Source: an optimization exercise on an open RTL-to-GDS flow (aim: small area). Production flows keep margins and buffers that such runs may drop. Function was checked by simulation only, so behaviour that the tests miss may differ from the original. Power and IR drop assume default switching activity.

==> branch harbor: inputs <==
Design MBF, start of the top module:
module MBF(CLK, RESET, IN_VALID, IN_DATA, X_DATA, Y_DATA, OUT_VALID);
make LEC_CHECK=0 CAP_MARGIN=20 CORE_MARGIN=2 CORE_UTILIZATION=40 CTS_BUF_LIST=sky130_fd_sc_hd__clkbuf_16 CTS_CLUSTER_DIAMETER=80 CTS_CLUSTER_SIZE=40 SLEW_MARGIN=20 SYNTH_HIERARCHICAL=1 finish   # period 7.0 ns
run.sh (not shown) runs the stock make flow with config.mk's settings and CLKGATE_MAP_FILE= SYNTH_SCRIPT=/design/flow/synth_recipe.tcl, a recipe that flattens the netlist after the stock synthesis.
==> branch indigo (differences from branch harbor) <==
==> flow/config.mk (replaced) <==
export PLATFORM = sky130hd
export DESIGN_NAME = MBF
export DESIGN_NICKNAME = MBF
export VERILOG_FILES = /design/flow/design.v
export SDC_FILE = /design/flow/constraint.sdc
export NUM_CORES = 4
export LEC_CHECK = 0
export CAP_MARGIN = 0
export CORE_MARGIN = 2
export CORE_UTILIZATION = 40
export CTS_BUF_LIST = sky130_fd_sc_hd__clkbuf_4
export CTS_CLUSTER_SIZE = 12
export SLEW_MARGIN = 0
export SYNTH_HIERARCHICAL = 1
==> branch tundra (differences from branch harbor) <==
--- a/flow/config.mk
+++ b/flow/config.mk
@@ -9,7 +9,7 @@
 export CORE_MARGIN = 2
 export CORE_UTILIZATION = 40
-export CTS_BUF_LIST = sky130_fd_sc_hd__clkbuf_16
-export CTS_CLUSTER_DIAMETER = 80
-export CTS_CLUSTER_SIZE = 40
+export CTS_BUF_LIST = sky130_fd_sc_hd__clkbuf_8
+export CTS_CLUSTER_DIAMETER = 60
+export CTS_CLUSTER_SIZE = 24
 export SLEW_MARGIN = 20
 export SYNTH_HIERARCHICAL = 1
==> impl_metrics.json <==
{
  "dr_wl_met2_mm": 18.42,
  "grtUsageMet3": 0.04973,
  "status": "no timing/DRC/antenna violations",
  "grt.total_usage": 0.1986,
  "htree_num_levels": 3,
  "multi_input_area_share": 0.5789
}
Source of the figures above: branch indigo

==> impl_metrics.json <==
{
  "grt.total_usage": 0.1923,
  "multi_input_area_share": 0.5845,
  "htree_num_levels": 1,
  "dr_wl_met2_mm": 18.13,
  "status": "no timing/DRC/antenna violations",
  "grtUsageMet3": 0.03754
}
Source of the figures above: branch harbor

==> impl_metrics.json <==
{
  "htree_num_levels": 1,
  "cts.sinks": 245,
  "multi_input_area_share": 0.5904,
  "dr_wl_met2_mm": 18.03,
  "status": "no timing/DRC/antenna violations",
  "grtUsageMet3": 0.03880,
  "first_pass_iters": 4
}
Source of the figures above: branch tundra


========
==> v9: inputs <==
Starting RTL as in the previous note.
Settings: LEC_CHECK=0, CAP_MARGIN=20, CORE_MARGIN=2, CORE_UTILIZATION=40, CTS_BUF_LIST=sky130_fd_sc_hd__clkbuf_4, CTS_CLUSTER_SIZE=12, SLEW_MARGIN=20, SYNTH_HIERARCHICAL=1; clock period 7.0 ns.
==> v25: changes against v9 <==
- CTS_BUF_LIST: sky130_fd_sc_hd__clkbuf_4 -> sky130_fd_sc_hd__clkbuf_8
- CTS_CLUSTER_DIAMETER: default -> 45
- CTS_CLUSTER_SIZE: 12 -> 30
==> run notes <==
| metric | v9 | v25 |
|---|---|---|
| WL final | 38,400 um | 37,900 um |
| R2r setup slk | 420 ps | 410 ps |
| Starting DRT DRC Count | 563 | 500 |
| Clock-pin slew on the worst setup and hold paths | 60 ps | 90 ps |
| Max frequency | 151 MHz | 147 MHz |
| Clock tree cell share of total cell area | 0.0510 | 0.0464 |
| Power Internal | 3.16 mW | 3.07 mW |
| Combinational fraction of design power | 0.414 | 0.418 |
| WP depth | 12 | 14 |
| GR Layer Usage met1 | 0.274 | 0.273 |
| Final clock skew | 45.9 ps | 59.4 ps |
| Critical path arrival | 5230 ps | 5390 ps |
| Num CTS Buffers | 72 | 37 |
| Power after layout | 4.94 mW | 4.89 mW |
| Launching element of the worst setup path | r6[12] | r10[12] |
| Met3 wire len | 2610 um | 2500 um |
| Post-synthesis to final-layout area growth | 11.9% | 11.3% |
| Slack of the critical path | 371 ps | 211 ps |
| Post-Layout Cell Count | 1,879 | 1,814 |
| Total clock network power | 1.37 mW | 1.32 mW |
| Seq. cell area | 4910 um^2 | 4910 um^2 |
| Level count of the clock H-tree | 3 | 2 |
| GRT Total Usage | 0.199 | 0.195 |
| Outcome | no timing/DRC/antenna violations | no timing/DRC/antenna violations |
| Share of cell area taken by multi-input logic gates | 0.579 | 0.582 |

========
==> inputs of v8 <==
MBF, a different RTL version from the one above (not shown whole).
// MBF
module MBF(CLK, RESET, IN_VALID, IN_DATA, X_DATA, Y_DATA, OUT_VALID);
export LEC_CHECK = 0
export CAP_MARGIN = 20
export CORE_MARGIN = 2
export CORE_UTILIZATION = 50
export CTS_BUF_LIST = sky130_fd_sc_hd__clkbuf_8
export CTS_CLUSTER_DIAMETER = 50
export CTS_CLUSTER_SIZE = 20
export SLEW_MARGIN = 20
export SYNTH_HIERARCHICAL = 1
create_clock -name core_clock -period 7.0 [get_ports {CLK}]
standard.sh (not shown) runs the stock make flow with config.mk's settings and CLKGATE_MAP_FILE= SYNTH_SCRIPT=/design/flow/synth_recipe.tcl, a recipe that flattens the netlist after the stock synthesis.
==> flow/flow/run.sh <==
#!/bin/bash
# The standard layout, with the port buffers that global placement inserts made from the
# smallest buffer cell, and clock tree synthesis without dummy loads. The make output goes to
# flow_make.log; ORFS keeps each step's own log under orfs/logs/.
set -euo pipefail
export BUFFER_PORTS_ARGS="-buffer_cell sky130_fd_sc_hd__buf_1"
export CTS_ARGS="-sink_clustering_enable -repair_clock_nets -dont_use_dummy_load -buf_list sky130_fd_sc_hd__clkbuf_8 -sink_clustering_size 28 -sink_clustering_max_diameter 60"
bash standard.sh finish > flow_make.log 2>&1
==> inputs of v1, as changes to v8 <==
==> flow/flow/run.sh (replaced) <==
#!/bin/bash
# The standard layout, with the port buffers that global placement inserts made from the
# smallest buffer cell. The make output goes to flow_make.log; ORFS keeps each step's own
# log under orfs/logs/.
set -euo pipefail
export BUFFER_PORTS_ARGS="-buffer_cell sky130_fd_sc_hd__buf_1"
bash standard.sh finish > flow_make.log 2>&1
==> inputs of v11, as changes to v8 <==
==> flow/flow/run.sh (replaced) <==
#!/bin/bash
# The standard layout, with the port buffers that global placement inserts made from the
# smallest buffer cell, resizer changes from timing-driven placement not kept, and clock
# tree synthesis without dummy loads. The make output goes to
# flow_make.log; ORFS keeps each step's own log under orfs/logs/.
set -euo pipefail
export BUFFER_PORTS_ARGS="-buffer_cell sky130_fd_sc_hd__buf_1"
export GPL_KEEP_OVERFLOW=0
export CTS_ARGS="-sink_clustering_enable -repair_clock_nets -dont_use_dummy_load -buf_list sky130_fd_sc_hd__clkbuf_8 -sink_clustering_size 24 -sink_clustering_max_diameter 60"
bash standard.sh finish > flow_make.log 2>&1
==> run notes <==
| quantity | v8 | v1 | v11 |
|---|---|---|---|
| Post_cts resized | 0 | 0 | 1 |
| Pin slew with the least headroom to its limit | 836 ps | 824 ps | 725 ps |
| Per-cell routed wire length | 22.9 um | 22.8 um | 22.9 um |
| Weighted congestion at the end of routability-driven global placement | 0.898 | 0.898 | 0.916 |
| Clock transition at the register clock pins on the worst setup and hold paths after CTS | 100 ps | 110 ps | 120 ps |
| Placed Cells incl. Taps | 1587 | 1587 | 1550 |
| Power attributed to the clock group | 0.000688 W | 0.00112 W | 0.000724 W |
| First-pass GRT wire length | 55900 um | 56300 um | 54700 um |
| Worst Reg2Reg Path Length in Cells | 17 | 17 | 18 |
| Highest achievable clock rate | 0.148 GHz | 0.147 GHz | 0.147 GHz |
| Fraction of area in multi-input gates | 0.608 | 0.594 | 0.613 |
| Status | complete, no violations | complete, no violations | complete, no violations |
| Buf+Inv Stages, Crit Path | 1 | 1 | 3 |
| Worst IR Drop VDD | 0.132 mV | 0.162 mV | 0.157 mV |
| Proportion of cell area occupied by registers | 0.279 | 0.273 | 0.282 |
| Total detailed-routing wirelength | 36900 um | 37200 um | 36100 um |
| GRT Overall Usage | 0.248 | 0.250 | 0.242 |
| Power share of the sequential group | 0.396 | 0.353 | 0.390 |
| Leakage power figure | 7.09 nW | 7.26 nW | 6.97 nW |

========
==> run M: inputs <==
Starting RTL as in the previous note.
==> flow/design.v (excerpt) <==
module MBF(CLK, RESET, IN_VALID, IN_DATA, X_DATA, Y_DATA, OUT_VALID);
clock: 7.0 ns
lec_check: 0
cap_margin: 20
core_margin: 2
core_utilization: 50
cts_buf_list: sky130_fd_sc_hd__clkbuf_8
cts_cluster_diameter: 50
cts_cluster_size: 20
slew_margin: 20
synth_hierarchical: 1
==> flow/flow/run.sh <==
#!/bin/bash
# The standard layout, with the port buffers that global placement inserts made from the
# smallest buffer cell, and clock tree synthesis without dummy loads. The make output goes to
# flow_make.log; ORFS keeps each step's own log under orfs/logs/.
set -euo pipefail
export BUFFER_PORTS_ARGS="-buffer_cell sky130_fd_sc_hd__buf_1"
export CTS_ARGS="-sink_clustering_enable -repair_clock_nets -dont_use_dummy_load -buf_list sky130_fd_sc_hd__clkbuf_16 -sink_clustering_size 30 -sink_clustering_max_diameter 60"
bash standard.sh finish > flow_make.log 2>&1
==> run A (differences from run M) <==
--- a/flow/flow/run.sh
+++ b/flow/flow/run.sh
@@ -5,4 +5,4 @@
 set -euo pipefail
 export BUFFER_PORTS_ARGS="-buffer_cell sky130_fd_sc_hd__buf_1"
-export CTS_ARGS="-sink_clustering_enable -repair_clock_nets -dont_use_dummy_load -buf_list sky130_fd_sc_hd__clkbuf_16 -sink_clustering_size 30 -sink_clustering_max_diameter 60"
+export CTS_ARGS="-sink_clustering_enable -repair_clock_nets -dont_use_dummy_load -buf_list sky130_fd_sc_hd__clkbuf_8 -sink_clustering_size 20 -sink_clustering_max_diameter 50"
 bash standard.sh finish > flow_make.log 2>&1
==> summary of the runs <==
- Run M completed with no timing, DRC or antenna violations. Run A finished with timing, DRC and antenna clean.
- In non-clock buffer count, run M and run A do not differ.
- In synthesized cell count, run M and run A do not differ.
- Sequential power is about the same in run M and run A.
- Between run M and run A, the lower sequential share of layout area is in run M (gap 0.30 points).
- Via count is about the same in run A and run M.
- In run A the total power is lower than in run M, by 5.7%.
- Of run M and run A, run M has the higher clock power (gap about 30%, measured against run A).
- Die area is the same in run A and run M.
- In setup slack, run A and run M hardly differ.
==> figures <==
quantity                                                        run A        run M
Result of the run                    no timing/DRC/antenna violations  no timing/DRC/antenna violations
Via count normalized by instance count                           5.00         5.01
Portion of total power attributed to combinational logic        41.1%        38.6%
Comb power                                                    1.54 mW      1.53 mW
Delay of the slowest critical-path stage                      0.61 ns      0.63 ns
Post-layout nets                                                 1678         1674
First-pass GRT wire length                                   56000 um     56000 um
Worst-margin pin slew                                        0.824 ns     0.821 ns
Power Clock                                                    749 uW       981 uW
Layout non-clock buf frac                                       2.80%        2.77%
Net switching power of the design                             1.32 mW      1.33 mW
Final non-filler cell total                                      1612         1608
Power per cell area                                       226 nW/um^2  238 nW/um^2
Met3 routed WL                                                3240 um      3300 um
Proportion of cell area occupied by multi-input gates           60.6%        59.9%
Sequential cell area share                                      27.8%        27.5%
Total area of multi-input combinational cells             10000 sq um   9980 sq um
Number of detailed-route iterations in the first pass               4            5
Global routing met3 resource utilization                        6.87%        7.25%

what the ideal ports hide:
How much do the figures lean on ideal ports? The routed layouts below were timed once more, with nothing changed but the port constraints. Step 1, drivers: a clkbuf_16 drives CLK and a buf_2 each remaining input, both assumed. Step 2 times the ports against the registers' clock, not the clock port: input delays grow and output delays shrink by t, the midpoint of the rising clock arrivals with the driver on. Three values: no drivers, after step 1, after step 2; two values: the first two.
run	t (ns)	slack for setup (ns)	slew at the worst register clock pin (ns)
branch harbor	0.590	0.192 / 0.138 / 0.399	0.10 / 0.10
branch indigo	0.758	0.375 / 0.325 / 0.417	0.08 / 0.08
branch tundra	0.663	0.222 / 0.168 / 0.375	0.11 / 0.11
v9	0.761	0.371 / 0.320 / 0.421	0.08 / 0.08
v25	0.639	0.211 / 0.160 / 0.411	0.09 / 0.09
v8	0.574	0.237 / 0.237 / 0.237	0.11 / 0.11
v1	0.633	0.208 / 0.208 / 0.208	0.11 / 0.11
v11	0.607	0.211 / 0.211 / 0.211	0.12 / 0.12
run M	0.545	0.219 / 0.219 / 0.219	0.08 / 0.08
run A	0.607	0.219 / 0.219 / 0.219	0.11 / 0.11
After both steps every run listed still meets setup and hold.
